Source: an optimization exercise on an open RTL-to-GDS flow (aim: small area). Production flows keep margins and buffers that such runs may drop.
Only simulation tests tie the RTL to the original design; equivalence was not proved.
Power is estimated from default activity; no workload was simulated.

### design/flow/design.v
module CHIP #(                                                                                  
    parameter BIT_W = 32                                                                        
)(                                                                                              
        input               i_clk,                                                              
        input               i_rst_n,                                                            
        input  [BIT_W-1:0]  i_IMEM_data,                                                        
        output [BIT_W-1:0]  o_IMEM_addr,                                                        
        output              o_IMEM_cen,                                                         
        input               i_DMEM_stall,                                                       
        input  [BIT_W-1:0]  i_DMEM_rdata,                                                       
        output              o_DMEM_cen,                                                         
        output              o_DMEM_wen,                                                         
        output [BIT_W-1:0]  o_DMEM_addr,                                                        
        output [BIT_W-1:0]  o_DMEM_wdata,                                                       
        output              o_finish,                                                           
        input               i_cache_finish,                                                     
        output              o_proc_finish                                                       
);                                                                                              
    localparam [3:0] S_INIT  = 4'd0,   
                     S_F0    = 4'd1,   
                     S_F1    = 4'd2,
                     S_F2    = 4'd3,
                     S_MREQ  = 4'd4,   
                     S_MWAIT = 4'd5,
                     S_MDONE = 4'd6,
                     S_WB    = 4'd7,   
                     S_IT    = 4'd8;   
    reg  [2:0]  ph;                    
    reg  [3:0]  fs;                    
    wire        ph0  = (ph == 3'd0);
    wire        ph7  = (ph == 3'd7);
    wire        init = (fs == S_INIT);
    wire [31:0] ins = i_IMEM_data;     
    wire d_ecall = ins[6] & ins[4];
    wire d_br    = ins[6] & ~ins[4] & ~ins[2];
    wire d_jal   = ins[3];
    wire d_jalr  = ins[6] & ~ins[3] & ins[2];
    wire d_auipc = ~ins[6] & ins[2];
    wire d_op    = ~ins[6] & ins[5] & ins[4];
    wire d_opimm = ~ins[6] & ~ins[5] & ins[4] & ~ins[2];
    wire d_load  = ~ins[6] & ~ins[5] & ~ins[4];
    wire d_store = ~ins[6] & ins[5] & ~ins[4];
    wire i_sb = ins[5] & ~ins[2];              
    wire i_u  = ins[4] & ins[2];               
    wire i_uj = ins[2] & (ins[4] | ins[3]);    
    wire i_b  = i_sb & ins[6];
    wire [31:0] imm;
    assign imm[0]     = ~i_u & (i_sb ? ins[7] & ~ins[6] : ins[20] & ~ins[3]);
    assign imm[3:1]   = i_u ? 3'd0 : i_sb ? ins[10:8] : ins[23:21];
    assign imm[4]     = ~i_u & (i_sb ? ins[11] : ins[24]);
    assign imm[10:5]  = i_u ? 6'd0 : ins[30:25];
    assign imm[11]    = ~i_u & (i_b ? ins[7] : ins[3] ? ins[20] : ins[31]);
    assign imm[12]    = i_uj ? ins[12] : ins[31];
    assign imm[19:13] = i_uj ? ins[19:13] : {7{ins[31] & ~i_b}};
    assign imm[31:20] = {12{i_uj ? ins[19] : ins[31] & ~i_b}};
    wire [3:0] immd = imm[ph*4 +: 4];
    reg  [31:0] pc;                    
    reg  [31:0] ar;                    
    reg  [31:0] dr;                    
    reg  [2:0]  off;                   
    reg         c, ic, c2, z, t, mbit, mnext;
    reg  [4:0]  cnt;
    reg  [1:0]  xsel;                  
    reg  [2:0]  ysel;                  
    reg         sub, lop, rdwe, wdinc, pcinc, pcR, cin_t, slti_t, br_t, mcap, cnt_ld, cnt_dec, cap;
    reg  [3:0]  fs_n;
    wire [4:0]  ridx = ((fs == S_F0) & (d_op | d_br | d_store)) ? ins[24:20] : ins[19:15];
    wire [127:0] bots;
    reg  [3:0]  A;
    integer k;
    always @(*) begin
        A = 4'd0;
        for (k = 1; k < 32; k = k + 1) A = A | (bots[k*4 +: 4] & {4{ridx == k}});
    end
    wire [3:0]  P = pc[3:0];
    wire [3:0]  dtap = dr[off*4 +: 4];
    wire [3:0]  accL = {ar[2:0], c2 & ~ph0};
    wire [3:0]  accR = {ar[4] & ~ph7, ar[3:1]};
    wire [3:0]  X = (xsel == 2'd1) ? A : (xsel == 2'd2) ? P : 4'd0;
    reg  [3:0]  Yr;
    always @(*) begin
        case (ysel)
            3'd1:    Yr = immd;
            3'd2:    Yr = dtap;
            3'd3:    Yr = accL;
            3'd4:    Yr = accR;
            default: Yr = 4'd0;
        endcase
    end
    wire        cin = ph0 ? (sub | (cin_t & t)) : c;
    wire [4:0]  sum = X + (Yr ^ {4{sub}}) + cin;
    wire [3:0]  R = lop ? (ins[12] ? (X & Yr) : (X ^ Yr)) : sum[3:0];
    wire        zc = (ph0 | z) & (sum[3:0] == 4'd0);
    wire [4:0]  incs = P + (ph0 ? 4'd4 : {3'd0, ic});
    wire [3:0]  wdv = wdinc ? incs[3:0] : R;
    wire [4:0]  cntm1 = cnt - 5'd1;
    always @(*) begin
        xsel = 2'd0; ysel = 3'd0; sub = 1'b0; lop = 1'b0; rdwe = 1'b0; wdinc = 1'b0;
        pcinc = 1'b0; pcR = 1'b0; cin_t = 1'b0; slti_t = 1'b0; br_t = 1'b0; mcap = 1'b0;
        cnt_ld = 1'b0; cnt_dec = 1'b0; cap = 1'b0;
        fs_n = fs;
        case (fs)
            S_INIT: if (ph7) fs_n = S_F0;
            S_F0: begin
                if (d_opimm) begin
                    if (ins[12]) begin                        
                        xsel = ins[24] ? 2'd0 : 2'd1;
                        if (ins[24] | ~|ins[23:20]) begin rdwe = 1'b1; pcinc = 1'b1; end
                        else begin cnt_ld = 1'b1; if (ph7) fs_n = S_IT; end
                    end else if (ins[13]) begin               
                        xsel = 2'd1; ysel = 3'd1; sub = 1'b1; slti_t = 1'b1;
                        if (ph7) fs_n = S_F1;
                    end else begin                            
                        xsel = 2'd1; ysel = 3'd1; rdwe = 1'b1; pcinc = 1'b1;
                    end
                end else if (d_load) begin
                    xsel = 2'd1; ysel = 3'd1; pcinc = 1'b1;
                    if (ph7) fs_n = S_MREQ;
                end else if (d_store | d_br) begin
                    if (ph7) fs_n = S_F1;
                end else if (d_op) begin
                    if (ins[25]) begin                        
                        mcap = ph7; cnt_ld = 1'b1;
                        if (ph7) fs_n = S_IT;
                    end else if (ph7) fs_n = S_F1;
                end else if (d_jal) begin
                    xsel = 2'd2; ysel = 3'd1; pcR = 1'b1; rdwe = 1'b1; wdinc = 1'b1;
                end else if (d_jalr) begin
                    xsel = 2'd1; rdwe = 1'b1;
                    if (ph7) fs_n = S_F1;
                end else if (d_auipc) begin
                    xsel = 2'd2; ysel = 3'd1; rdwe = 1'b1; pcinc = 1'b1;
                end
            end
            S_F1: begin
                if (d_opimm) begin                            
                    cin_t = 1'b1; rdwe = 1'b1; pcinc = 1'b1;
                    if (ph7) fs_n = S_F0;
                end else if (d_store) begin
                    xsel = 2'd1; ysel = 3'd1; pcinc = 1'b1;
                    if (ph7) fs_n = S_MREQ;
                end else if (d_op) begin
                    xsel = 2'd1; ysel = 3'd2; sub = ins[30]; lop = ins[14]; rdwe = 1'b1; pcinc = 1'b1;
                    if (ph7) fs_n = S_F0;
                end else if (d_br) begin
                    xsel = 2'd1; ysel = 3'd2; sub = 1'b1; br_t = 1'b1;
                    if (ph7) fs_n = S_F2;
                end else begin                                
                    xsel = 2'd1; ysel = 3'd1; pcR = 1'b1;
                    if (ph7) fs_n = S_F0;
                end
            end
            S_F2: begin                                       
                xsel = 2'd2; ysel = 3'd1;
                if (t) pcR = 1'b1; else pcinc = 1'b1;
                if (ph7) fs_n = S_F0;
            end
            S_MREQ, S_MWAIT: begin
                if (!i_DMEM_stall) begin
                    cap = 1'b1;
                    fs_n = ph7 ? (d_load ? S_WB : S_F0) : S_MDONE;
                end else fs_n = S_MWAIT;
            end
            S_MDONE: if (ph7) fs_n = d_load ? S_WB : S_F0;
            S_WB: begin
                ysel = 3'd2; rdwe = 1'b1;
                if (ph7) fs_n = S_F0;
            end
            S_IT: begin
                if (d_op) begin                               
                    xsel = mbit ? 2'd1 : 2'd0; ysel = 3'd3;
                    mcap = (ph == cntm1[4:2]);
                end else begin                                
                    ysel = ins[14] ? 3'd4 : 3'd3;
                end
                if (cnt == 5'd0) begin
                    rdwe = 1'b1; pcinc = 1'b1;
                    if (ph7) fs_n = S_F0;
                end else cnt_dec = ph7;
            end
            default: fs_n = S_INIT;
        endcase
    end
    wire [3:0] x2d = ph0 ? 4'h0 : ph7 ? 4'hb : 4'hf;
    wire [3:0] x3d = (ph == 3'd3) ? 4'h8 : ph7 ? 4'h1 : 4'h0;
    wire [3:0] pcd = {3'b0, ph == 3'd4};
    assign bots[3:0] = 4'd0;
    genvar g;
    generate
        for (g = 1; g < 32; g = g + 1) begin : RF
            reg  [31:0] q;
            wire we = init | (rdwe & (ins[11:7] == g));
            wire [3:0] d = init ? ((g == 2) ? x2d : (g == 3) ? x3d : 4'd0) : wdv;
            always @(posedge i_clk) q <= {we ? d : q[3:0], q[31:4]};
            assign bots[g*4 +: 4] = q[3:0];
        end
    endgenerate
    wire       mcsrc = (fs == S_F0) ? A[3] : dtap[cntm1[1:0]];
    wire       mnew  = mcap ? mcsrc : mnext;
    always @(posedge i_clk) begin
        pc    <= {init ? pcd : pcR ? R : pcinc ? incs[3:0] : P, pc[31:4]};
        ar    <= {R, ar[31:4]};
        dr    <= cap ? i_DMEM_rdata : {(fs == S_F0) ? A : dr[3:0], dr[31:4]};
        off   <= cap ? ph + 3'd1 : (fs == S_F0) ? 3'd0 : off;
        c     <= sum[4];
        ic    <= incs[4];
        c2    <= ar[3];
        z     <= zc;
        if (ph7 & slti_t) t <= (X[3] ^ Yr[3]) ? X[3] : sum[3];
        if (ph7 & br_t)   t <= (ins[14] ? sum[3] : zc) ^ ins[12];
        mnext <= mnew;
        if (ph7) mbit <= mnew;
        if (cnt_ld)       cnt <= d_op ? 5'd31 : {1'b0, ins[23:20]} - 5'd1;
        else if (cnt_dec) cnt <= cntm1;
    end
    always @(posedge i_clk or negedge i_rst_n) begin
        if (!i_rst_n) begin
            ph <= 3'd0;
            fs <= S_INIT;
        end else begin
            ph <= ph + 3'd1;
            fs <= fs_n;
        end
    end
    assign o_IMEM_addr   = pc;
    assign o_IMEM_cen    = (fs == S_F0) & ph0;
    assign o_DMEM_cen    = (fs == S_MREQ);
    assign o_DMEM_wen    = d_store;
    assign o_DMEM_addr   = ar;
    assign o_DMEM_wdata  = dr;
    assign o_proc_finish = (fs == S_F0) & d_ecall;
    assign o_finish      = i_cache_finish;
endmodule
### design/flow/config.mk
export PLATFORM = sky130hd
export DESIGN_NAME = CHIP
export DESIGN_NICKNAME = CHIP
export VERILOG_FILES = /design/flow/design.v
export SDC_FILE = /design/flow/constraint.sdc
export NUM_CORES = 4
export LEC_CHECK = 0
export ABC_AREA = 1
export CAP_MARGIN = 20
export CORE_MARGIN = 2
export CORE_UTILIZATION = 45
export SLEW_MARGIN = 20
### design/flow/constraint.sdc
create_clock -name core_clock -period 20.0 [get_ports {i_clk}]
set_input_delay 4.0000 -clock core_clock [delete_from_list [all_inputs] [get_ports {i_clk}]]
set_output_delay 4.0000 -clock core_clock [all_outputs]
set_load 0.01 [all_outputs]
### design/flow/flow/run.sh
#!/bin/bash
# Standard ORFS layout with: CTS without dummy loads, small clock buffers with
# bounded sink clusters, and buf_1 cells as the port buffers.
set -euo pipefail
export CTS_ARGS="-sink_clustering_enable -repair_clock_nets -dont_use_dummy_load -buf_list sky130_fd_sc_hd__clkbuf_4 -sink_clustering_size 10 -sink_clustering_max_diameter 40"
export BUFFER_PORTS_ARGS="-buffer_cell sky130_fd_sc_hd__buf_1"
bash standard.sh > flow_make.log 2>&1
### design/flow/standard.sh
#!/bin/bash
# synth_recipe.tcl (not shown) runs the flow's synth.tcl, then flattens the netlist and writes it again
# the make line also repeats each setting of config.mk as NAME=value (left out here)
make -C /OpenROAD-flow-scripts/flow DESIGN_CONFIG=/design/flow/config.mk WORK_HOME=/design/flow/orfs CLKGATE_MAP_FILE= SYNTH_SCRIPT=/design/flow/synth_recipe.tcl "${@:-finish}"
==> results of run 1 <==
flip-flops by register name, indices dropped and copies added (netlist names):
name / count
pc: 32
c2: 1
mbit: 1
dr: 32
c: 1
mnext: 1
ar: 32
off: 3
fs: 4
t: 1
ic: 1
z: 1
cnt: 5
RF.q: 992
ph: 3
power by group through the flow:
stage          Combinational, mW  Sequential [mW]  Clock, mW
6_report                   0.727             2.91      0.950
5_1_grt                    0.809             2.97       1.08
4_1_cts                    0.736             2.92      0.995
3_5_place_dp               0.730             2.97          0
3_3_place_gp               0.733             2.95          0
2_1_floorplan              0.409             2.92          0
placed cells by master (no fill, tap or decap), types with 10 or more instances in the layout:
cell type | synthesis | layout
nor2_2 | 8 | 10
edfxtp_1 | 10 | 10
nand3_1 | 98 | 98
o211ai_1 | 13 | 13
o21ai_0 | 179 | 179
a31oi_1 | 13 | 13
nor2_1 | 125 | 123
nand4_1 | 18 | 18
inv_2 | 13 | 13
dfxtp_1 | 1093 | 1093
buf_1 | 0 | 164
nand2_2 | 14 | 15
nand2_1 | 470 | 469
clkbuf_4 | 0 | 137
xor2_1 | 12 | 12
a21oi_1 | 44 | 44
ha_1 | 18 | 18
inv_1 | 131 | 130
o21ai_1 | 11 | 11
nor3_1 | 12 | 12
layer usage:
metal	vias to the layer above	part of all wire, %	GRT usage [%]
met5	-	0.021	0
met3	118	6.4	4.546
met2	546	44	30.50
li1	8165	-	-
met4	2	2.7	8.020
met1	7928	46	26.34
worst paths after layout:
check	startpoint	endpoint	slack (ps)	cells after the start
worst max-delay path	i_IMEM_data[6]	RF[5].q[30]	10820	25
worst min-delay path	RF[31].q[25]	RF[31].q[21]	210	0
worst max register to register	fs[3]	RF[5].q[30]	13640	25
worst min register to register	RF[31].q[25]	RF[31].q[21]	210	0
max in group asynchronous	i_rst_n	fs[0]	16580	1
min in group asynchronous	i_rst_n	ph[1]	2990	1
cell families (layout without fill, tap and decap cells):
group / count (synthesis) / count (layout)
AO/OA/AOI/OAI: 295 / 295
flip-flops: 1110 / 1110
other: 0 / 2
multiplexers: 1 / 1
AND/OR/NAND/NOR: 767 / 767
buffers and inverters: 183 / 453
adder cells (fa/ha/maj): 20 / 20
XOR/XNOR: 13 / 13
cell type report:
cell class	instances	area, um2	share of cell area, %
Sequential cell	1110	22360	72.23
Multi-Input combinational cell	1096	5291	17.10
Tap cell	846	1059	3.420
Clock buffer	137	1028	3.323
Timing Repair Buffer	171	668.1	2.159
Inverter	145	544.3	1.758
Antenna cell	2	5.005	0.01617
stage by stage:
stage / power, mW / hold slack [ps] / std cells / util (%)
2_1_floorplan: 3.324 / 309.6 / 2389 / -
3_3_place_gp: 3.681 / 309.6 / 3368 / 47.69
3_5_place_dp: 3.697 / 312.1 / 3368 / 47.69
4_1_cts: 4.652 / 209.9 / 3505 / 49.33
5_1_grt: 4.856 / 210.9 / 3507 / 49.34
6_report: 4.589 / 208.2 / 3507 / 49.34
critical path, delay by kind of cell:
kind,cells,cell delay (ps)
xor+xnor,1,180
simple gates,15,2890
compound gates,4,740
fa+ha+maj,2,860
buf+inv,3,1190
==> flow_metrics.env, run 1 <==
export IMPL_vdd_ir_drop_max_mv=0.06339
export IMPL_setup_slack_ps=10820
export IMPL_drive_gt1_share_pct=7.710
export IMPL_core_area_mm2=0.06274
export IMPL_synth_xor_xnor_area_share_pct=0.4012
export IMPL_netlist_instances=2389
export IMPL_arrival_ps=9910
export IMPL_routedWlPerCell_um=18.03
export IMPL_p_seq_share_pct=63.5
export IMPL_first_global_vias=16020
export IMPL_yosysMostFrequentCell="dfxtp_1"
export IMPL_drt_iter0_drc=1282
export IMPL_slew_viol_final=0
export IMPL_ctsHoldBuffers=0
export IMPL_intPower_mw=3.222
export IMPL_synth_compound_area_share_pct=5.837
export IMPL_antenna_left=0
export IMPL_power_switching_mw=1.366
export IMPL_grt_max_degree=35
export IMPL_synth_seq_cells=1110
export IMPL_synth_top_family_by_area="simple AND/OR/NAND/NOR gates"
export IMPL_fill_cells=5683
export IMPL_num_rows=92
export IMPL_die_h_um=255.1
export IMPL_cts_num_sinks=1110
export IMPL_synth_area_leader_cell="dfxtp_1"
export IMPL_fin_crit_sh_pct=45.92
export IMPL_postRouteWirelength_um=63250
export IMPL_period_minus_slack_ps=9183
export IMPL_power_density_mw_per_mm2=148.2
export IMPL_ctsRootBufferMaster="clkbuf_4"
export IMPL_syn_avg_cell_area_um2=11.88
export IMPL_dieArea_mm2=0.06509
export IMPL_cts_tree="done"
export IMPL_grt_pass1_wl_um=93720
export IMPL_routed_via_density=4.779
export IMPL_sw_frac_of_total_pct=29.78
export IMPL_power_leakage_nw=12.92
export IMPL_gr_usage_all_layers_pct=19.58
export IMPL_rsz0062_at_grt="false"
export IMPL_synth_distinct_cells=52
export IMPL_synth_warnings=1
export IMPL_cts_buffers=137
export IMPL_tightest_slew_ps=872.8
export IMPL_hold_viol=0
export IMPL_finalSetupTns_ps=0
export IMPL_cts_setup_buffers=0
export IMPL_yosys_top_cells_count="dfxtp_1, nand2_1, o21ai_0"
export IMPL_max_stage_delay_ps=630
export IMPL_crit_required_ps=20720
export IMPL_synthMuxAreaShare_pct=0.03527
export IMPL_path_class="in2reg"
export IMPL_cts_max_level=4
export IMPL_placedInstanceArea_mm2=0.02992
export IMPL_clockPowerShare_pct=20.7
export IMPL_synthTopCellsByArea="dfxtp_1, nand2_1, o21ai_0, inv_1, nand3_1"
export IMPL_clk_path_buf_depth=3
export IMPL_dpl_hpwl_um=45090
export IMPL_post_cts_resized=0
export IMPL_cpMaxStageDelayCell="inv_2"
export IMPL_final_nets=2749
export IMPL_drv_cap=0
export IMPL_outcome="no timing/DRC/antenna violations"
export IMPL_max_slew_margin_rel_pct=41.20
export IMPL_yosys_area_share_simple_pct=11.41
export IMPL_crit_fanout=34
export IMPL_synth_area_mm2=0.02838
export IMPL_worst_setup_path_start_kind="primary input"
export IMPL_area_growth_pct=9.065
export IMPL_cp_common_cell="nand2_1"
export IMPL_clock_latency_ps=980
export IMPL_final_cell_area_mm2=0.03095
export IMPL_clk_pin_slew_ps=100
export IMPL_ys_flop_type="dfxtp_1"
export IMPL_max_freq_mhz=108.9
export IMPL_end_kind="register"
export IMPL_async_reset_ff_share_pct=0.6306
export IMPL_gp_congestion=0.9065
export IMPL_syn_nets=2477
export IMPL_combPwrFrac_pct=15.8
export IMPL_gr_total_overflow=0
export IMPL_first_pass_iters=7
export IMPL_hold_path_class="reg2reg"
export IMPL_synth_edff_count=10
export IMPL_vias=16760
export IMPL_antenna_found_initial=3
export IMPL_seq_area_frac_synth_pct=78.78
export IMPL_start_util_pct=45.24
export IMPL_synth_fa_ha_area_share_pct=0.9347
export IMPL_yosysTopAreaCellShare_pct=77.10
export IMPL_remaining_drc_errors=0
export IMPL_finalSetupViolCount=0
export IMPL_die_x_um=255.1
export IMPL_port_buffers=164
export IMPL_clock_skew_ps=130.3
export IMPL_post_place_ws_ps=9928
export IMPL_io_pin_count=169
==> run 2: changes to the inputs <==
==> design/flow/flow/run.sh (replaced) <==
#!/bin/bash
# Standard ORFS layout with: CTS without dummy loads, chosen clock buffers with
# bounded sink clusters, and buf_1 cells as the port buffers.
set -euo pipefail
export CTS_ARGS="-sink_clustering_enable -repair_clock_nets -dont_use_dummy_load -buf_list sky130_fd_sc_hd__clkbuf_4 -sink_clustering_size 12 -sink_clustering_max_diameter 35"
export BUFFER_PORTS_ARGS="-buffer_cell sky130_fd_sc_hd__buf_1"
bash standard.sh > flow_make.log 2>&1
--- a/design/flow/config.mk
+++ b/design/flow/config.mk
@@ -8,5 +8,5 @@
 export ABC_AREA = 1
 export CAP_MARGIN = 20
 export CORE_MARGIN = 2
-export CORE_UTILIZATION = 45
+export CORE_UTILIZATION = 30
 export SLEW_MARGIN = 20
==> run 2 against run 1 <==
Largest power group unchanged. Via count is 1.6% lower. Power is 0.68% lower. Non-clock buffer count stayed put. Synthesized cell count stayed put. Critical path type unchanged. Final area is 1.5% higher. Sequential share of layout area is 1.1 points lower. Die area is 49% higher. Register-to-register slack hardly changed. Utilization is 16 points lower. Critical path depth stayed put. First-iteration DRC count is 0.94% higher. Largest cell class unchanged.
==> flow_metrics.env, run 2 <==
export IMPL_rsz0062_at_grt="false"
export IMPL_yosys_top_cells_count="dfxtp_1, nand2_1, o21ai_0"
export IMPL_clk_path_buf_depth=3
export IMPL_grt_pass1_wl_um=90540
export IMPL_ys_flop_type="dfxtp_1"
export IMPL_core_area_mm2=0.09347
export IMPL_hold_viol=0
export IMPL_synth_distinct_cells=52
export IMPL_num_rows=112
export IMPL_synth_xor_xnor_area_share_pct=0.4012
export IMPL_final_cell_area_mm2=0.03142
export IMPL_final_nets=2743
export IMPL_power_density_mw_per_mm2=145.0
export IMPL_crit_fanout=34
export IMPL_clock_latency_ps=980
export IMPL_area_growth_pct=10.71
export IMPL_ctsHoldBuffers=0
export IMPL_syn_nets=2477
export IMPL_async_reset_ff_share_pct=0.6306
export IMPL_gr_usage_all_layers_pct=12.32
export IMPL_dpl_hpwl_um=42900
export IMPL_cts_tree="done"
export IMPL_gp_congestion=0.9342
export IMPL_synth_seq_cells=1110
export IMPL_synth_top_family_by_area="simple AND/OR/NAND/NOR gates"
export IMPL_post_cts_resized=0
export IMPL_finalSetupViolCount=0
export IMPL_finalPower_mw=4.557
export IMPL_slew_viol_final=0
export IMPL_final_cell_mix="dfxtp_1, nand2_1, o21ai_0, buf_1"
export IMPL_fin_crit_sh_pct=46.19
export IMPL_port_buffers=164
export IMPL_max_stage_delay_ps=600
export IMPL_regMostFlops="RF.q"
export IMPL_cp_num_buf_inv=5
export IMPL_synth_area_mm2=0.02838
export IMPL_finalSetupTns_ps=0
export IMPL_hold_path_class="reg2reg"
export IMPL_worst_setup_path_start_kind="primary input"
export IMPL_gr_total_overflow=0
export IMPL_max_freq_mhz=108.2
export IMPL_max_slew_margin_rel_pct=43.31
export IMPL_arrival_ps=9930
export IMPL_cts_max_level=4
export IMPL_drt_iter0_drc=1294
export IMPL_synthMuxAreaShare_pct=0.03527
export IMPL_die_h_um=311.6
export IMPL_antenna_found_initial=2
export IMPL_power_leakage_nw=12.89
export IMPL_synth_compound_area_share_pct=5.837
export IMPL_drv_cap=0
export IMPL_routed_via_density=4.217
export IMPL_start_util_pct=30.36
export IMPL_antenna_left=0
export IMPL_vdd_ir_drop_max_mv=0.07186
export IMPL_period_minus_slack_ps=9239
export IMPL_crit_required_ps=20690
export IMPL_vias=16490
export IMPL_dieArea_mm2=0.09708
export IMPL_synth_edff_count=10
export IMPL_remaining_drc_errors=0
export IMPL_synth_warnings=1
export IMPL_synth_area_leader_cell="dfxtp_1"
export IMPL_final_common_cell="dfxtp_1"
export IMPL_crit_family="simple AND/OR/NAND/NOR gates"
export IMPL_synth_fa_ha_area_share_pct=0.9347
export IMPL_postRouteWirelength_um=60050
export IMPL_whs_ps=247.9
export IMPL_cpMaxStageDelayCell="inv_1"
export IMPL_cts_setup_buffers=0
export IMPL_outcome="no timing/DRC/antenna violations"
export IMPL_cts_buffers=131
export IMPL_placedInstanceArea_mm2=0.03043
export IMPL_drive_gt1_share_pct=7.501
export IMPL_io_pin_count=169
export IMPL_die_x_um=311.6
export IMPL_grt_max_degree=35
export IMPL_synthTopCellsByArea="dfxtp_1, nand2_1, o21ai_0, inv_1, nand3_1"
export IMPL_yosys_area_share_simple_pct=11.41
export IMPL_yosysMostFrequentCell="dfxtp_1"
export IMPL_netlist_instances=2389
export IMPL_cts_num_sinks=1110
export IMPL_first_global_vias=15550
export IMPL_end_kind="register"
export IMPL_tightest_slew_ps=846.4
export IMPL_seq_area_frac_synth_pct=78.78
export IMPL_largest_register_ffs=992
export IMPL_cp_common_cell="nand2_1"
export IMPL_path_class="in2reg"
export IMPL_clock_skew_ps=107.0
export IMPL_ctsRootBufferMaster="clkbuf_4"
export IMPL_routedWlPerCell_um=15.36
export IMPL_clk_pin_slew_ps=120
export IMPL_yosysTopAreaCellShare_pct=77.10
export IMPL_first_pass_iters=5
export IMPL_syn_avg_cell_area_um2=11.88
run 2: cell counts after synthesis:
No cell type changed its count.
run 2: metal layers:
layer	up-vias	share of wire (%)	wire length [um]	track usage [%]
li1	8171	-	-	-
met1	7614	47	28000	16.41
met2	556	43	25550	18.25
met3	149	6.8	4095	3.467
met4	0	4.0	2395	6.174
met5	-	0	0	0
run 2: power by group:
group / internal (mW) / total (mW) / switching, mW
Clock: 0.303 / 0.930 / 0.628
Sequential: 2.73 / 2.90 / 0.174
Combinational: 0.178 / 0.726 / 0.547
Total: 3.21 / 4.56 / 1.35
run 2: cell type report:
class	instances	area, um2
inverters	145	544.3
repair buffers	171	668.1
fillers	9481	62050
diodes	3	7.507
multi-input cells	1096	5291
clock buffers	131	983.4
flip-flops and latches	1110	22360
well taps	1254	1569
run 2: through the flow:
stage                     worst slack, ps  cells  util, %
after CTS                           10930   3907    33.61
after detailed placement             9921   3776    32.56
after global placement               9945   3776    32.56
after global routing                10470   3909    33.61
after floorplan                     11630   2389        -
final                               10760   3910    33.62
run 2: cells by family after synthesis:
family / Yosys count
flops: 1110
simple gates: 767
compound gates: 295
buf+inv: 183
fa+ha+maj: 20
xor+xnor: 13
mux: 1
run 2: path summary, 6_finish.rpt:
check                               start            to  slack (ps)  depth (start not counted)
max                        i_IMEM_data[6]   RF[5].q[28]       10760                         25
min                          RF[27].q[26]  RF[27].q[22]         250                          0
max reg2reg                         fs[3]   RF[5].q[28]       13630                         23
min reg2reg                  RF[27].q[26]  RF[27].q[22]         250                          0
max in group asynchronous         i_rst_n         fs[0]       16520                          1
min in group asynchronous         i_rst_n         ph[2]        3020                          1
==> run 3: changes to the inputs <==
==> design/flow/flow/run.sh (replaced) <==
#!/bin/bash
# Standard ORFS layout with: CTS without dummy loads, chosen clock buffers with
# bounded sink clusters, and buf_1 cells as the port buffers.
set -euo pipefail
export CTS_ARGS="-sink_clustering_enable -repair_clock_nets -dont_use_dummy_load -buf_list sky130_fd_sc_hd__clkbuf_8 -sink_clustering_size 22 -sink_clustering_max_diameter 40"
export BUFFER_PORTS_ARGS="-buffer_cell sky130_fd_sc_hd__buf_1"
bash standard.sh > flow_make.log 2>&1
==> run 3 against run 2 <==
Sequential power barely moved. Cell count down 0.77%. Critical path depth unchanged. Critical path type unchanged. Largest power group unchanged. Utilization is 0.44 points higher. Highest routed layer unchanged. Clock power grew 17%.
==> flow_metrics.env, run 3 <==
export IMPL_clock_skew_ps=76.78
export IMPL_finalSetupViolCount=0
export IMPL_clk_path_buf_depth=3
export IMPL_gr_usage_all_layers_pct=12.19
export IMPL_drt_iter0_drc=1467
export IMPL_final_common_cell="dfxtp_1"
export IMPL_netlist_instances=2389
export IMPL_grt_pass1_wl_um=90430
export IMPL_core_area_mm2=0.09347
export IMPL_remaining_drc_errors=0
export IMPL_postRouteWirelength_um=59980
export IMPL_crit_required_ps=20500
export IMPL_fin_crit_sh_pct=47.32
export IMPL_max_slew_margin_rel_pct=43.15
export IMPL_end_kind="register"
export IMPL_crit_family="simple AND/OR/NAND/NOR gates"
export IMPL_period_minus_slack_ps=9464
export IMPL_ctsRootBufferMaster="clkbuf_8"
export IMPL_syn_nets=2477
export IMPL_die_h_um=311.6
export IMPL_regMostFlops="RF.q"
export IMPL_routed_via_density=4.195
export IMPL_gp_congestion=0.9342
export IMPL_io_pin_count=169
export IMPL_cp_common_cell="nand2_1"
export IMPL_clk_pin_slew_ps=90
export IMPL_syn_avg_cell_area_um2=11.88
export IMPL_final_nets=2713
export IMPL_drive_gt1_share_pct=6.443
export IMPL_ys_flop_type="dfxtp_1"
export IMPL_post_cts_resized=0
export IMPL_crit_fanout=34
export IMPL_power_density_mw_per_mm2=148.2
export IMPL_first_pass_iters=7
export IMPL_yosysTopAreaCellShare_pct=77.10
export IMPL_worst_setup_path_start_kind="primary input"
export IMPL_hold_path_depth=0
export IMPL_antenna_found_initial=1
export IMPL_clock_latency_ps=720
export IMPL_max_stage_delay_ps=600
export IMPL_r2r_cells=23
export IMPL_yosysMostFrequentCell="dfxtp_1"
export IMPL_power_leakage_nw=13.01
export IMPL_yosys_top_cells_count="dfxtp_1, nand2_1, o21ai_0"
export IMPL_arrival_ps=9970
export IMPL_dieArea_mm2=0.09708
export IMPL_path_class="in2reg"
export IMPL_grt_max_degree=35
export IMPL_cts_max_level=3
export IMPL_cts_setup_buffers=0
export IMPL_port_buffers=164
export IMPL_synth_distinct_cells=52
export IMPL_rsz0062_at_grt="false"
export IMPL_area_growth_pct=12.15
export IMPL_first_global_vias=15280
export IMPL_num_rows=112
export IMPL_cpMaxStageDelayCell="inv_1"
export IMPL_synthTopCellsByArea="dfxtp_1, nand2_1, o21ai_0, inv_1, nand3_1"
export IMPL_synth_area_leader_cell="dfxtp_1"
export IMPL_cts_buffers=101
export IMPL_seq_area_frac_synth_pct=78.78
export IMPL_drv_cap=0
export IMPL_hold_viol=0
export IMPL_synth_area_mm2=0.02838
export IMPL_synth_edff_count=10
export IMPL_cts_tree="done"
export IMPL_vias=16280
export IMPL_finalSetupTns_ps=0
export IMPL_start_util_pct=30.36
export IMPL_cp_num_buf_inv=5
export IMPL_async_reset_ff_share_pct=0.6306
export IMPL_vdd_ir_drop_max_mv=0.05549
export IMPL_tightest_slew_ps=848.9
export IMPL_gr_total_overflow=0
export IMPL_dpl_hpwl_um=42900
export IMPL_routedWlPerCell_um=15.46
export IMPL_synth_warnings=1
export IMPL_die_x_um=311.6
export IMPL_ctsHoldBuffers=0
export IMPL_crit_cells=25
export IMPL_synth_seq_cells=1110
export IMPL_hold_path_class="reg2reg"
export IMPL_finish_utilization_pct=34.05
export IMPL_largest_register_ffs=992
export IMPL_antenna_left=0
export IMPL_outcome="no timing/DRC/antenna violations"
export IMPL_max_freq_mhz=105.7
export IMPL_cts_num_sinks=1110
export IMPL_final_cell_mix="dfxtp_1, nand2_1, o21ai_0, buf_1, inv_1"
export IMPL_slew_viol_final=0
[run 3: logic make-up after synthesis]
group / count (synthesis) / share of synthesized area, %
adders and majority gates: 20 / 0.9347
muxes: 1 / 0.03527
buffers and inverters: 183 / 2.606
xor gates and xnor gates: 13 / 0.4012
AOI/OAI and AO/OA: 295 / 5.837
DFF: 1110 / 78.78
and+or+nand+nor: 767 / 11.41
[run 3: per-layer routing]
layer  track usage (%)  vias to the layer above  wire (um)
li1                  -                     8058          -
met1             16.52                     7545      28130
met2             18.15                      531      25380
met3             3.234                      142       4138
met4             5.540                        0       2333
met5                 0                        -          0
[run 3: path summary, 6_finish.rpt]
path                                startpoint     endpoint  slack [ps]
worst max-delay path            i_IMEM_data[6]  RF[5].q[28]       10540
worst min-delay path               RF[6].q[27]  RF[6].q[23]         260
worst max register to register           fs[3]  RF[5].q[28]       13690
worst min register to register     RF[6].q[27]  RF[6].q[23]         260
max in group asynchronous              i_rst_n        fs[0]       16310
min in group asynchronous              i_rst_n        fs[1]        3290
[run 3: power breakdown]
| group | switching, mW | total, mW | internal, mW |
|---|---|---|---|
| registers | 0.175 | 2.90 | 2.73 |
| logic | 0.546 | 0.724 | 0.178 |
| clock network | 0.642 | 1.09 | 0.448 |
[run 3: area by class of cell]
cell class,count,area (um2)
Fill cell,9407,61640
Tap cell,1254,1569
Antenna cell,3,7.507
Sequential cell,1110,22360
Inverter,145,544.3
Clock buffer,101,1390
Multi-Input combinational cell,1096,5291
Timing Repair Buffer,171,668.1
[run 3: through the flow]
step	area, um2	cells	setup WS [ps]	hold WS [ps]	power, mW
finish	31830	3880	10540	264.7	4.717
global route	31820	3878	10240	266.5	4.980
CTS	31820	3877	10660	265.8	4.774
detailed placement	30430	3776	9921	312.1	3.683
global placement	30430	3776	9945	309.6	3.663
floorplan	28380	2389	11630	309.6	3.324
==> run 4: changes to the inputs <==
==> design/flow/flow/run.sh (replaced) <==
#!/bin/bash
# Standard ORFS layout with: CTS without dummy loads, small clock buffers with
# bounded sink clusters, and buf_1 cells as the port buffers.
set -euo pipefail
export CTS_ARGS="-sink_clustering_enable -repair_clock_nets -dont_use_dummy_load -buf_list sky130_fd_sc_hd__clkbuf_4 -sink_clustering_size 10 -sink_clustering_max_diameter 50"
export BUFFER_PORTS_ARGS="-buffer_cell sky130_fd_sc_hd__buf_1"
bash standard.sh > flow_make.log 2>&1
==> run 4 against run 3 <==
Still clean. Register-to-register slack worse by 40 ps. Combinational power about the same. Non-clock buffer count unchanged. Clock skew up 41 ps. Wire length up 0.33%. Flip-flop and latch count unchanged. Cell count up 0.82%. Worst setup slack better by 250 ps.
==> flow_metrics.env, run 4 <==
export IMPL_vias=16490
export IMPL_ctsHoldBuffers=0
export IMPL_placedInstanceArea_mm2=0.03043
export IMPL_async_reset_ff_share_pct=0.6306
export IMPL_largest_register_ffs=992
export IMPL_max_stage_delay_ps=600
export IMPL_die_x_um=311.6
export IMPL_gp_congestion=0.9342
export IMPL_synth_area_leader_cell="dfxtp_1"
export IMPL_post_cts_resized=0
export IMPL_final_common_cell="dfxtp_1"
export IMPL_slew_viol_final=0
export IMPL_synth_warnings=1
export IMPL_power_leakage_nw=12.90
export IMPL_cts_buffers=133
export IMPL_first_pass_iters=8
export IMPL_max_freq_mhz=108.5
export IMPL_period_minus_slack_ps=9214
export IMPL_synthTopCellsByArea="dfxtp_1, nand2_1, o21ai_0, inv_1, nand3_1"
export IMPL_grt_max_degree=35
export IMPL_die_h_um=311.6
export IMPL_path_class="in2reg"
export IMPL_num_rows=112
export IMPL_setup_slack_ps=10790
export IMPL_crit_required_ps=20730
export IMPL_drive_gt1_share_pct=7.571
export IMPL_remaining_drc_errors=0
export IMPL_finish_utilization_pct=33.63
export IMPL_final_cell_mix="dfxtp_1, nand2_1, o21ai_0, buf_1, clkbuf_4"
export IMPL_synth_area_mm2=0.02838
export IMPL_end_kind="register"
export IMPL_hold_path_class="reg2reg"
export IMPL_synth_distinct_cells=52
export IMPL_port_buffers=164
export IMPL_rsz0062_at_grt="false"
export IMPL_clock_latency_ps=960
export IMPL_routedWlPerCell_um=15.38
export IMPL_grt_pass1_wl_um=91210
export IMPL_yosysMostFrequentCell="dfxtp_1"
export IMPL_final_cell_area_mm2=0.03144
export IMPL_regMostFlops="RF.q"
export IMPL_io_pin_count=169
export IMPL_cp_common_cell="nand2_1"
export IMPL_vdd_ir_drop_max_mv=0.06292
export IMPL_antenna_left=0
export IMPL_finalPower_mw=4.565
export IMPL_dpl_hpwl_um=42900
export IMPL_netlist_instances=2389
export IMPL_yosys_top_cells_count="dfxtp_1, nand2_1, o21ai_0"
export IMPL_core_area_mm2=0.09347
export IMPL_synth_edff_count=10
export IMPL_finalSetupViolCount=0
export IMPL_cts_setup_buffers=0
export IMPL_gr_usage_all_layers_pct=12.40
export IMPL_tightest_slew_ps=882.1
export IMPL_clock_skew_ps=118.0
export IMPL_power_density_mw_per_mm2=145.2
export IMPL_dieArea_mm2=0.09708
export IMPL_cts_num_sinks=1110
export IMPL_cts_tree="done"
export IMPL_synth_seq_cells=1110
export IMPL_drt_iter0_drc=1298
export IMPL_worst_setup_path_start_kind="primary input"
export IMPL_finalSetupTns_ps=0
export IMPL_ys_flop_type="dfxtp_1"
export IMPL_final_nets=2745
export IMPL_antenna_found_initial=2
export IMPL_area_growth_pct=10.77
export IMPL_gr_total_overflow=0
export IMPL_max_slew_margin_rel_pct=40.92
export IMPL_ctsRootBufferMaster="clkbuf_4"
export IMPL_start_util_pct=30.36
export IMPL_fin_crit_sh_pct=46.07
export IMPL_place_inst=3776
export IMPL_drv_cap=0
export IMPL_syn_nets=2477
export IMPL_postRouteWirelength_um=60180
export IMPL_routed_via_density=4.216
export IMPL_crit_fanout=34
export IMPL_cts_max_level=4
export IMPL_clk_pin_slew_ps=100
export IMPL_final_instance_count_excl_fill=3912
export IMPL_syn_avg_cell_area_um2=11.88
export IMPL_post_place_ws_ps=9921
export IMPL_arrival_ps=9950
export IMPL_cpMaxStageDelayCell="inv_1"
export IMPL_hold_viol=0
export IMPL_outcome="no timing/DRC/antenna violations"
export IMPL_first_global_vias=15630
export IMPL_seq_area_frac_synth_pct=78.78
export IMPL_clk_path_buf_depth=3
export IMPL_whs_ps=264.7
export IMPL_yosysTopAreaCellShare_pct=77.10
run 4: worst paths after layout:
check	startpoint	slack [ps]	depth (start not counted)	to
min in group asynchronous	i_rst_n	3020	1	fs[2]
worst min-delay path	RF[4].q[5]	260	0	RF[4].q[1]
worst min register to register	RF[4].q[5]	260	0	RF[4].q[1]
worst max register to register	fs[3]	13650	23	RF[5].q[28]
worst max-delay path	i_IMEM_data[6]	10790	25	RF[5].q[28]
max in group asynchronous	i_rst_n	16600	1	ph[1]
run 4: power breakdown:
group | switching (mW) | internal (mW) | leakage [nW] | total (mW)
clock | 0.631 | 0.307 | 0.612 | 0.938
combinational | 0.547 | 0.179 | 3.14 | 0.725
sequential | 0.174 | 2.73 | 9.14 | 2.90
run 4: layout make-up:
| type | instances | area (um2) |
|---|---|---|
| multi-input cells | 1096 | 5291 |
| flip-flops and latches | 1110 | 22360 |
| inverters | 145 | 544.3 |
| clock buffers | 133 | 998.5 |
| fillers | 9460 | 62030 |
| diodes | 3 | 7.507 |
| repair buffers | 171 | 668.1 |
| well taps | 1254 | 1569 |
run 4: cell families (layout without fill, tap and decap cells):
logic type	after synthesis	in the layout	share of synthesized area (%)
flops	1110	1110	78.78
simple gates	767	767	11.41
compound gates	295	295	5.837
buf+inv	183	449	2.606
fa+ha+maj	20	20	0.9347
xor+xnor	13	13	0.4012
mux	1	1	0.03527
other cells	0	3	0
run 4: layer usage:
metal | GRT usage, % | wire length (um)
met5 | 0 | 0
met4 | 6.097 | 2202
met3 | 3.514 | 4358
met2 | 18.37 | 25820
met1 | 16.55 | 27800
run 4: critical path, delay by kind of cell:
family	cells	cell delay [ps]
simple gates	15	2880
buf+inv	5	1840
compound gates	4	730
fa+ha+maj	1	440
==> run 5: changes to the inputs <==
==> design/flow/flow/run.sh (replaced) <==
#!/bin/bash
# The standard ORFS layout (standard.sh), with three changes:
#  - ABC maps for area only (a copy of ORFS's scripts with its own abc_area.script);
#  - CTS without dummy loads, clkbuf_4 buffers and bounded sink clusters;
#  - buf_1 cells as the port buffers.
# make's full output goes to flow_make.log; each tool's log is under orfs/logs/.
set -euo pipefail
rm -rf scripts_local
cp -r "$FLOW_HOME/scripts" scripts_local
printf '%s\n' strash dch 'map -a' topo 'stime -c' 'buffer -c' 'upsize -c' 'dnsize -c' > scripts_local/abc_area.script
export SCRIPTS_DIR="$PWD/scripts_local"
export CTS_ARGS="-sink_clustering_enable -repair_clock_nets -dont_use_dummy_load -buf_list sky130_fd_sc_hd__clkbuf_4 -sink_clustering_size 10 -sink_clustering_max_diameter 50"
export BUFFER_PORTS_ARGS="-buffer_cell sky130_fd_sc_hd__buf_1"
bash standard.sh > flow_make.log 2>&1
==> run 5 against run 4 <==
Highest routed layer is now met5. Clock skew up 1.9 ps. Worst setup slack got worse by 1500 ps. Critical endpoint is now RF[23].q[30]. Critical path depth grew 6. Synthesized cell count shrank 9.3%. Area after synthesis down 2.7%. Register-to-register slack got worse by 1700 ps. Flip-flop and latch count is the same. First-iteration DRC count is 22% lower. Die area fell by 2.7%.
==> flow_metrics.env, run 5 <==
export IMPL_outcome="no timing/DRC/antenna violations"
export IMPL_drive_gt1_share_pct=7.301
export IMPL_first_pass_iters=9
export IMPL_cp_num_buf_inv=3
export IMPL_gr_total_overflow=0
export IMPL_gp_congestion=0.9267
export IMPL_combPwrFrac_pct=14.8
export IMPL_first_global_vias=14700
export IMPL_post_cts_resized=0
export IMPL_arrival_ps=11500
export IMPL_intPower_mw=3.258
export IMPL_dpl_hpwl_um=39600
export IMPL_yosysMostFrequentCell="dfxtp_1"
export IMPL_seq_area_frac_synth_pct=80.98
export IMPL_async_reset_ff_share_pct=0.6306
export IMPL_p_seq_share_pct=64.5
export IMPL_yosysTopAreaCellShare_pct=79.26
export IMPL_vdd_ir_drop_max_mv=0.06608
export IMPL_sw_frac_of_total_pct=28.86
export IMPL_cts_max_level=4
export IMPL_ctsHoldBuffers=0
export IMPL_slew_viol_final=0
export IMPL_power_density_mw_per_mm2=149.3
export IMPL_max_stage_delay_ps=470
export IMPL_rsz0062_at_grt="false"
export IMPL_power_leakage_nw=12.18
export IMPL_ctsRootBufferMaster="clkbuf_4"
export IMPL_cts_tree="done"
export IMPL_drv_cap=0
export IMPL_synth_area_leader_cell="dfxtp_1"
export IMPL_fin_crit_sh_pct=53.38
export IMPL_area_growth_pct=11.07
export IMPL_gr_usage_all_layers_pct=12.12
export IMPL_hold_viol=0
export IMPL_cpMaxStageDelayCell="fa_1"
export IMPL_antenna_found_initial=4
export IMPL_final_cell_mix="dfxtp_1, nand2_1, o21ai_0, buf_1, nor2_1"
export IMPL_vias=15470
export IMPL_synth_seq_cells=1110
export IMPL_routed_via_density=4.258
export IMPL_cts_num_sinks=1110
export IMPL_power_switching_mw=1.322
export IMPL_synthTopCellsByArea="dfxtp_1, nand2_1, o21ai_0, nor2_1, edfxtp_1"
export IMPL_crit_family="compound AO/OA/AOI/OAI gates"
export IMPL_period_minus_slack_ps=10680
export IMPL_hold_path_class="reg2reg"
export IMPL_finalSetupTns_ps=0
export IMPL_finalSetupViolCount=0
export IMPL_crit_fanout=31
export IMPL_fill_cells=9122
export IMPL_tightest_slew_ps=1128
export IMPL_syn_nets=2256
export IMPL_final_common_cell="dfxtp_1"
export IMPL_grt_pass1_wl_um=86170
export IMPL_max_slew_margin_rel_pct=24.10
export IMPL_synth_warnings=1
export IMPL_whs_ps=248.3
export IMPL_routedWlPerCell_um=15.66
export IMPL_synth_edff_count=10
export IMPL_worst_setup_path_start_kind="primary input"
export IMPL_io_pin_count=169
export IMPL_port_buffers=164
export IMPL_clockPowerShare_pct=20.7
export IMPL_clk_pin_slew_ps=100
export IMPL_dieArea_mm2=0.09447
export IMPL_antenna_left=0
export IMPL_largest_register_ffs=992
export IMPL_seqCellArea_mm2=0.02236
export IMPL_max_freq_mhz=93.67
export IMPL_final_instance_count_excl_fill=3633
export IMPL_clk_path_buf_depth=3
export IMPL_final_nets=2528
export IMPL_ys_flop_type="dfxtp_1"
export IMPL_cts_buffers=136
export IMPL_regMostFlops="RF.q"
export IMPL_postRouteWirelength_um=56890
export IMPL_num_rows=111
export IMPL_clock_skew_ps=119.9
export IMPL_grt_max_degree=37
export IMPL_die_x_um=307.4
export IMPL_synth_area_mm2=0.02761
export IMPL_clock_latency_ps=980
export IMPL_place_inst=3488
export IMPL_die_h_um=307.4
export IMPL_syn_avg_cell_area_um2=12.73
export IMPL_netlist_instances=2168
export IMPL_crit_required_ps=20830
export IMPL_synth_distinct_cells=52
export IMPL_end_kind="register"
export IMPL_cts_setup_buffers=0
export IMPL_multi_input_area_mm2=0.004791
export IMPL_start_util_pct=30.21
export IMPL_drt_iter0_drc=1012
export IMPL_yosys_top_cells_count="dfxtp_1, nand2_1, o21ai_0"
export IMPL_core_area_mm2=0.09139
export IMPL_remaining_drc_errors=0
export IMPL_path_class="in2reg"
-- run 5: final cells by class --
class | count | area share [%]
antenna | 9 | 0.07345
timing repair buffer | 170 | 2.154
tap | 1186 | 4.839
multi-input combinational | 935 | 15.62
inverter | 87 | 1.073
clock buffer | 136 | 3.330
sequential | 1110 | 72.91
-- run 5: cells by family after synthesis --
| group | after synthesis | synth area share (%) |
|---|---|---|
| buf+inv | 123 | 1.709 |
| simple gates | 531 | 7.772 |
| xor+xnor | 14 | 0.4442 |
| flops | 1110 | 80.98 |
| fa+ha+maj | 20 | 0.9608 |
| compound gates | 370 | 8.135 |
-- run 5: worst paths after layout --
check	slack [ps]	end	cells past startpoint	startpoint
worst max register to register	11910	RF[23].q[30]	32	fs[3]
worst min register to register	250	RF[9].q[4]	0	RF[9].q[8]
worst min-delay path	250	RF[9].q[4]	0	RF[9].q[8]
worst max-delay path	9320	RF[23].q[30]	31	i_IMEM_data[4]
min in group asynchronous	3020	ph[2]	1	i_rst_n
max in group asynchronous	16580	fs[0]	1	i_rst_n
-- run 5: per-layer routing --
layer  vias up  wire length, um  GRT usage, %
met2       495            23610         17.91
met3       121             3611         3.565
met4         6             1654         5.286
li1       7651                -             -
met5         -              195             0
met1      7196            27830         16.41
-- run 5: worst reg2reg max path: cells and delay by family (launching register included) --
family / cells / cell delay, ps
adder cells (fa/ha/maj): 2 / 900
AO/OA/AOI/OAI: 12 / 3050
XOR/XNOR: 1 / 240
buffers and inverters: 4 / 790
AND/OR/NAND/NOR: 13 / 2550
flip-flops: 1 / 460
-- run 5: power groups by stage --
stage,registers (mW),clock network [mW],logic [mW]
floorplan,2.96,0,0.380
global placement,2.99,0,0.677
detailed placement,3.01,0,0.683
CTS,2.97,0.995,0.687
global route,3.01,1.09,0.761
finish,2.96,0.948,0.677
-- run 5: per-stage QoR --
stage	area [um2]	total power [mW]	worst slack [ps]	util (%)
floorplan	27610	3.342	10920	-
global placement	29620	3.671	8377	32.41
detailed placement	29620	3.695	8321	32.41
CTS	30640	4.648	9401	33.53
global route	30660	4.859	8850	33.55
finish	30660	4.579	9324	33.56
==> run 6: changes to the inputs <==
--- a/design/flow/flow/run.sh
+++ b/design/flow/flow/run.sh
@@ -7,7 +7,7 @@
 set -euo pipefail
 rm -rf scripts_local
 cp -r "$FLOW_HOME/scripts" scripts_local
-printf '%s\n' strash dch 'map -a' topo 'stime -c' 'buffer -c' 'upsize -c' 'dnsize -c' > scripts_local/abc_area.script
+printf '%s\n' '&get -n' '&st' '&dch' '&nf -R 1000' '&put' > scripts_local/abc_area.script
 export SCRIPTS_DIR="$PWD/scripts_local"
 export CTS_ARGS="-sink_clustering_enable -repair_clock_nets -dont_use_dummy_load -buf_list sky130_fd_sc_hd__clkbuf_4 -sink_clustering_size 10 -sink_clustering_max_diameter 50"
 export BUFFER_PORTS_ARGS="-buffer_cell sky130_fd_sc_hd__buf_1"
==> run 6 against run 5 <==
Still clean. Wire length down 4.9%. Via count down 2.9%. Hold slack better by 25 ps. Clock skew down 19 ps. Worst setup slack worse by 1900 ps. Area after synthesis down 1.1%. Register-to-register slack worse by 1400 ps. Global-route usage down 0.48 points. Power up 3.6%. Non-clock buffer count up 11. Flip-flop and latch count unchanged. Highest routed layer is now met4.
==> flow_metrics.env, run 6 <==
export IMPL_outcome="no timing/DRC/antenna violations"
export IMPL_worst_setup_path_start_kind="primary input"
export IMPL_gr_usage_all_layers_pct=11.64
export IMPL_grt_max_degree=35
export IMPL_hold_viol=0
export IMPL_final_instance_count_excl_fill=3503
export IMPL_synth_distinct_cells=50
export IMPL_intPower_mw=3.368
export IMPL_crit_path_start="i_IMEM_data[4]"
export IMPL_dieArea_mm2=0.09347
export IMPL_synth_top_family_by_area="simple AND/OR/NAND/NOR gates"
export IMPL_syn_avg_cell_area_um2=13.61
export IMPL_clock_skew_ps=101.1
export IMPL_clock_latency_ps=980
export IMPL_whs_ps=273.7
export IMPL_antenna_found_initial=2
export IMPL_period_minus_slack_ps=12600
export IMPL_cts_max_level=4
export IMPL_gr_total_overflow=0
export IMPL_antenna_left=0
export IMPL_clk_pin_slew_ps=100
export IMPL_io_pin_count=169
export IMPL_hold_path_class="reg2reg"
export IMPL_synth_compound_area_share_pct=7.289
export IMPL_remaining_drc_errors=0
export IMPL_grt_pass1_wl_um=82450
export IMPL_power_switching_mw=1.376
export IMPL_vias=15020
export IMPL_synth_warnings=1
export IMPL_synth_edff_count=10
export IMPL_start_util_pct=30.30
export IMPL_sw_frac_of_total_pct=29.01
export IMPL_slew_viol_final=0
export IMPL_die_h_um=305.7
export IMPL_cts_buffers=132
export IMPL_routedWlPerCell_um=15.44
export IMPL_port_buffers=164
export IMPL_num_rows=110
export IMPL_netlist_instances=2007
export IMPL_postRouteWirelength_um=54090
export IMPL_cpMaxStageDelayCell="nor3b_1"
export IMPL_power_density_mw_per_mm2=155.3
export IMPL_synthTopCellsByArea="dfxtp_1, nand2_1, o21ai_0, nor2_1, a21oi_1"
export IMPL_combPwrFrac_pct=15.8
export IMPL_synth_area_mm2=0.02731
export IMPL_synthMuxAreaShare_pct=1.452
export IMPL_crit_required_ps=20840
export IMPL_core_area_mm2=0.09015
export IMPL_drt_iter0_drc=1025
export IMPL_clockPowerShare_pct=19.7
export IMPL_synth_fa_ha_area_share_pct=0.9712
export IMPL_async_reset_ff_share_pct=0.6306
export IMPL_max_slew_margin_rel_pct=34.20
export IMPL_timing_rr_start="fs[3]"
export IMPL_syn_nets=2095
export IMPL_place_inst=3363
export IMPL_first_global_vias=14240
export IMPL_area_growth_pct=11.81
export IMPL_die_x_um=305.7
export IMPL_finalSetupViolCount=0
export IMPL_fin_crit_sh_pct=63.02
export IMPL_synth_seq_cells=1110
export IMPL_largest_register_ffs=992
export IMPL_routed_via_density=4.288
export IMPL_synth_area_leader_cell="dfxtp_1"
export IMPL_rsz0062_at_grt="false"
export IMPL_final_cell_mix="dfxtp_1, nand2_1, buf_1, o21ai_0, clkbuf_4"
export IMPL_drv_cap=0
export IMPL_seq_area_frac_synth_pct=81.86
export IMPL_yosysMostFrequentCell="dfxtp_1"
export IMPL_power_leakage_nw=11.91
export IMPL_tightest_slew_ps=976.6
export IMPL_final_common_cell="dfxtp_1"
export IMPL_ys_flop_type="dfxtp_1"
export IMPL_vdd_ir_drop_max_mv=0.08592
export IMPL_end_kind="register"
export IMPL_synth_xor_xnor_area_share_pct=0.5452
export IMPL_cts_num_sinks=1110
export IMPL_drive_gt1_share_pct=6.900
export IMPL_first_pass_iters=8
export IMPL_finalPower_mw=4.744
export IMPL_cts_setup_buffers=0
export IMPL_p_seq_share_pct=64.4
export IMPL_clk_path_buf_depth=3
export IMPL_dpl_hpwl_um=37040
export IMPL_post_cts_resized=0
export IMPL_setup_slack_ps=7397
export IMPL_path_class="in2reg"
export IMPL_gp_congestion=0.9208
export IMPL_yosysTopAreaCellShare_pct=80.12
export IMPL_yosys_area_share_simple_pct=7.609
export IMPL_cts_tree="done"
export IMPL_min_from="RF[5].q[29]"
export IMPL_arrival_ps=13450
export IMPL_ctsRootBufferMaster="clkbuf_4"
export IMPL_ctsHoldBuffers=0
export IMPL_finalSetupTns_ps=0
export IMPL_yosys_top_cells_count="dfxtp_1, nand2_1, o21ai_0"
export IMPL_post_place_ws_ps=6514
export IMPL_max_stage_delay_ps=740
export IMPL_final_nets=2409
export IMPL_regMostFlops="RF.q"
export IMPL_max_freq_mhz=79.35
export IMPL_cp_common_cell="a221o_1"
export IMPL_crit_fanout=31
-- run 6: changes by cell type after synthesis, moves of 17 or more --
cell,delta
a21oi_1,+23
a221o_1,+25
a22oi_1,-22
a31oi_1,-31
clkbuf_1,-34
clkinv_1,+17
inv_1,-79
nand2_1,-62
nor2_1,-50
nor3_1,+40
o21ai_0,-33
-- run 6: logic make-up (layout without fill, tap and decap cells) --
logic type / Yosys count / count (layout)
AO/OA/AOI/OAI: 325 / 325
XOR/XNOR: 17 / 17
flip-flops: 1110 / 1110
other: 0 / 8
AND/OR/NAND/NOR: 488 / 488
adder cells (fa/ha/maj): 20 / 20
multiplexers: 28 / 28
buffers and inverters: 19 / 331
-- run 6: power groups by stage --
stage / combinational (mW) / clock (mW) / sequential, mW
5_1_grt: 0.835 / 1.08 / 3.12
3_3_place_gp: 0.753 / 0 / 3.09
6_report: 0.752 / 0.936 / 3.06
4_1_cts: 0.760 / 0.982 / 3.07
3_5_place_dp: 0.754 / 0 / 3.11
2_1_floorplan: 0.392 / 0 / 3.06
-- run 6: through the flow --
step           utilization, %  area [um2]
2_1_floorplan               -       27310
3_3_place_gp            32.75       29530
3_5_place_dp            32.75       29530
4_1_cts                 33.85       30520
5_1_grt                 33.87       30530
6_report                33.87       30540
-- run 6: final timing paths --
| kind | end | slack (ps) | depth (start not counted) |
|---|---|---|---|
| min in group asynchronous | fs[0] | 2970 | 1 |
| min reg2reg | RF[5].q[25] | 270 | 0 |
| max | RF[5].q[31] | 7400 | 32 |
| max reg2reg | RF[5].q[31] | 10460 | 34 |
| min | RF[5].q[25] | 270 | 0 |
| max in group asynchronous | fs[1] | 16680 | 1 |
-- run 6: worst max-delay path, delay by kind of cell --
kind / cells / cell delay (ps)
buf+inv: 4 / 900
fa+ha+maj: 1 / 390
compound gates: 20 / 6070
simple gates: 6 / 1690
xor+xnor: 1 / 360
-- run 6: final cells by class --
class	instances	area (um2)
Fill cell	8913	59610
Sequential cell	1110	22360
Multi-Input combinational cell	878	4887
Tap cell	1176	1471
Clock buffer	132	991.0
Timing Repair Buffer	181	743.2
Inverter	18	67.56
Antenna cell	8	20.02
-- run 6: per-layer routing --
| metal | part of all wire, % | GRT usage (%) | vias up |
|---|---|---|---|
| li1 | - | - | 7413 |
| met1 | 47 | 15.41 | 7003 |
| met2 | 43 | 17.33 | 470 |
| met3 | 5.6 | 3.231 | 135 |
| met4 | 3.9 | 6.014 | 0 |
| met5 | 0 | 0 | - |
==> run 7: changes to the inputs <==
--- a/design/flow/flow/run.sh
+++ b/design/flow/flow/run.sh
@@ -7,7 +7,7 @@
 set -euo pipefail
 rm -rf scripts_local
 cp -r "$FLOW_HOME/scripts" scripts_local
-printf '%s\n' '&get -n' '&st' '&dch' '&nf -R 1000' '&put' > scripts_local/abc_area.script
+printf '%s\n' '&get -n' '&st' '&dch' '&nf -R 1000' '&put' topo 'stime -c' 'buffer -c' 'upsize -c' 'dnsize -c' > scripts_local/abc_area.script
 export SCRIPTS_DIR="$PWD/scripts_local"
 export CTS_ARGS="-sink_clustering_enable -repair_clock_nets -dont_use_dummy_load -buf_list sky130_fd_sc_hd__clkbuf_4 -sink_clustering_size 10 -sink_clustering_max_diameter 50"
 export BUFFER_PORTS_ARGS="-buffer_cell sky130_fd_sc_hd__buf_1"
==> run 7 against run 6 <==
Hold slack improved by 7.7 ps. Synthesized cell count increased by 2.7%. Combinational power decreased by 1%. Largest cell class unchanged. Sequential share of layout area decreased by 0.099 points. Register-to-register slack improved by 640 ps. Critical endpoint is now RF[11].q[31]. Non-clock buffer count decreased by 3. Critical path type unchanged. Global-route usage decreased by 0.46 points. Cell count unchanged. Highest routed layer unchanged. Power decreased by 0.33%.
==> flow_metrics.env, run 7 <==
export IMPL_num_rows=111
export IMPL_netlist_instances=2061
export IMPL_period_minus_slack_ps=11830
export IMPL_crit_fanout=31
export IMPL_cp_common_cell="a221o_1"
export IMPL_hold_path_depth=0
export IMPL_clock_latency_ps=960
export IMPL_area_growth_pct=10.81
export IMPL_cp_num_buf_inv=2
export IMPL_final_cell_mix="dfxtp_1, nand2_1, buf_1, o21ai_0, clkbuf_4"
export IMPL_vdd_ir_drop_max_mv=0.08197
export IMPL_fill_cells=9016
export IMPL_regMostFlops="RF.q"
export IMPL_gr_usage_all_layers_pct=11.18
export IMPL_synth_warnings=1
export IMPL_finalPower_mw=4.728
export IMPL_yosysMostFrequentCell="dfxtp_1"
export IMPL_max_stage_delay_ps=530
export IMPL_crit_cells=30
export IMPL_seq_area_frac_synth_pct=81.02
export IMPL_yosysTopAreaCellShare_pct=79.29
export IMPL_clock_skew_ps=99.96
export IMPL_cpMaxStageDelayCell="nor3b_4"
export IMPL_crit_family="compound AO/OA/AOI/OAI gates"
export IMPL_post_cts_resized=0
export IMPL_finalSetupViolCount=0
export IMPL_finish_utilization_pct=33.46
export IMPL_first_pass_iters=6
export IMPL_worst_setup_path_start_kind="primary input"
export IMPL_synth_edff_count=10
export IMPL_power_leakage_nw=12.00
export IMPL_routedWlPerCell_um=15.10
export IMPL_cts_buffers=132
export IMPL_routed_via_density=4.214
export IMPL_arrival_ps=12660
export IMPL_core_area_mm2=0.09139
export IMPL_fin_crit_sh_pct=59.15
export IMPL_gr_total_overflow=0
export IMPL_largest_register_ffs=992
export IMPL_path_class="in2reg"
export IMPL_grt_max_degree=35
export IMPL_synth_distinct_cells=63
export IMPL_first_global_vias=14240
export IMPL_synthTopCellsByArea="dfxtp_1, nand2_1, o21ai_0, nor2_1, a21oi_1"
export IMPL_end_kind="register"
export IMPL_postRouteWirelength_um=52900
export IMPL_power_density_mw_per_mm2=154.6
export IMPL_setup_slack_ps=8170
export IMPL_outcome="no timing/DRC/antenna violations"
export IMPL_clk_pin_slew_ps=90
export IMPL_antenna_found_initial=1
export IMPL_rsz0062_at_grt="false"
export IMPL_syn_nets=2149
export IMPL_clk_path_buf_depth=3
export IMPL_cts_max_level=4
export IMPL_io_pin_count=169
export IMPL_dieArea_mm2=0.09443
export IMPL_yosys_top_cells_count="dfxtp_1, nand2_1, o21ai_0"
export IMPL_remaining_drc_errors=0
export IMPL_vias=14760
export IMPL_start_util_pct=30.20
export IMPL_final_cell_area_mm2=0.03058
export IMPL_syn_avg_cell_area_um2=13.39
export IMPL_ctsHoldBuffers=0
export IMPL_final_common_cell="dfxtp_1"
export IMPL_drive_gt1_share_pct=7.556
export IMPL_max_slew_margin_rel_pct=29.25
export IMPL_gp_congestion=0.8793
export IMPL_final_nets=2406
export IMPL_synth_area_mm2=0.02760
export IMPL_slew_viol_final=0
export IMPL_drv_cap=0
export IMPL_die_x_um=307.3
export IMPL_grt_pass1_wl_um=80430
export IMPL_async_reset_ff_share_pct=0.6306
export IMPL_die_h_um=307.3
export IMPL_antenna_left=0
export IMPL_cts_tree="done"
export IMPL_r2r_cells=31
export IMPL_port_buffers=164
export IMPL_hold_viol=0
export IMPL_cts_num_sinks=1110
export IMPL_finalSetupTns_ps=0
export IMPL_dpl_hpwl_um=36530
export IMPL_synth_seq_cells=1110
export IMPL_crit_required_ps=20830
export IMPL_synth_area_leader_cell="dfxtp_1"
export IMPL_ys_flop_type="dfxtp_1"
export IMPL_post_place_ws_ps=7429
export IMPL_max_freq_mhz=84.53
export IMPL_cts_setup_buffers=0
export IMPL_tightest_slew_ps=1061
export IMPL_drt_iter0_drc=1016
export IMPL_placedInstanceArea_mm2=0.02958
export IMPL_hold_path_class="reg2reg"
export IMPL_ctsRootBufferMaster="clkbuf_4"
==> run 7: metrics by stage <==
| stage | hold WS [ps] | cells |
|---|---|---|
| after floorplan | 309.6 | 2061 |
| after detailed placement | 312.1 | 3370 |
| final | 281.4 | 3503 |
| after global routing | 291.9 | 3503 |
| after global placement | 309.5 | 3370 |
| after CTS | 276.6 | 3502 |
==> run 7: final cells by class <==
| type | instances | area, um2 | area share, % |
|---|---|---|---|
| Inverter | 18 | 67.56 | 0.2210 |
| Antenna cell | 1 | 2.502 | 0.008184 |
| Tap cell | 1186 | 1484 | 4.853 |
| Multi-Input combinational cell | 878 | 4956 | 16.21 |
| Sequential cell | 1110 | 22360 | 73.11 |
| Clock buffer | 132 | 991.0 | 3.241 |
| Timing Repair Buffer | 178 | 720.7 | 2.357 |
==> run 7: worst paths after layout <==
path	slack [ps]	startpoint	to
worst max-delay path	8170	i_IMEM_data[6]	RF[11].q[31]
worst min-delay path	280	RF[6].q[9]	RF[6].q[5]
worst max register to register	11100	fs[3]	RF[11].q[31]
worst min register to register	280	RF[6].q[9]	RF[6].q[5]
max in group asynchronous	16590	i_rst_n	fs[0]
min in group asynchronous	2980	i_rst_n	ph[0]
==> run 7: report_power, final <==
| part | internal (mW) | switching [mW] |
|---|---|---|
| logic | 0.219 | 0.524 |
| registers | 2.84 | 0.212 |
| clock network | 0.305 | 0.626 |
==> run 7: cell families after synthesis <==
logic type / count (synthesis) / share of synthesized area, %
flops: 1110 / 81.02
simple gates: 488 / 7.658
compound gates: 325 / 7.304
buf+inv: 73 / 1.070
mux: 28 / 1.451
fa+ha+maj: 20 / 0.9613
xor+xnor: 17 / 0.5396
==> run 7: worst reg2reg max path: cells and delay by family, from the launching register on <==
family                     cells  cell delay [ps]
AOI/OAI and AO/OA             20             5650
and+or+nand+nor                8             1610
DFF                            1              530
xor gates and xnor gates       1              370
adders and majority gates      1              360
buffers and inverters          1              280
==> run 7: metal layers <==
metal	vias to the layer above	track usage (%)	wire [um]
met4	0	5.264	1846
met5	-	0	0
met1	6817	14.28	24710
met2	413	17.45	23240
met3	143	3.173	3096
li1	7387	-	-

separate check: timing with driven ports:
No port has a modelled driver above. Below, the same layouts with a new extraction and two added sets of constraints.
Step 1 sets driving cells, clkbuf_16 on the clock port and buf_2 on the other inputs (assumed; they add their load-dependent delay and slew).
Step 2 moves the port delays by t, midway between the first and last clock arrival at a register: inputs arrive t later, outputs are due t later. That takes back most of the time a late clock gives input paths.
a / b / c = ideal / step 1 / step 2; a / b = the first two.
run	t, ns	setup WS [ns]	worst setup path at the end	slew at the worst register clock pin (ns)	worst slew at a driven data input, ns
run 1	0.972	10.817 / 10.845 / 9.874	input to register	0.10 / 0.10	0.10
run 2	0.984	10.761 / 10.799 / 9.815	input to register	0.12 / 0.12	0.09
run 3	0.732	10.536 / 10.571 / 9.839	input to register	0.11 / 0.11	0.10
run 4	0.968	10.787 / 10.823 / 9.855	input to register	0.12 / 0.12	0.09
run 5	0.982	9.324 / 9.354 / 8.372	input to register	0.12 / 0.12	0.13
run 6	0.996	7.397 / 7.441 / 6.445	input to register	0.12 / 0.12	0.09
run 7	0.969	8.170 / 8.198 / 7.229	input to register	0.11 / 0.11	0.08
After both steps every run listed still meets setup and hold.
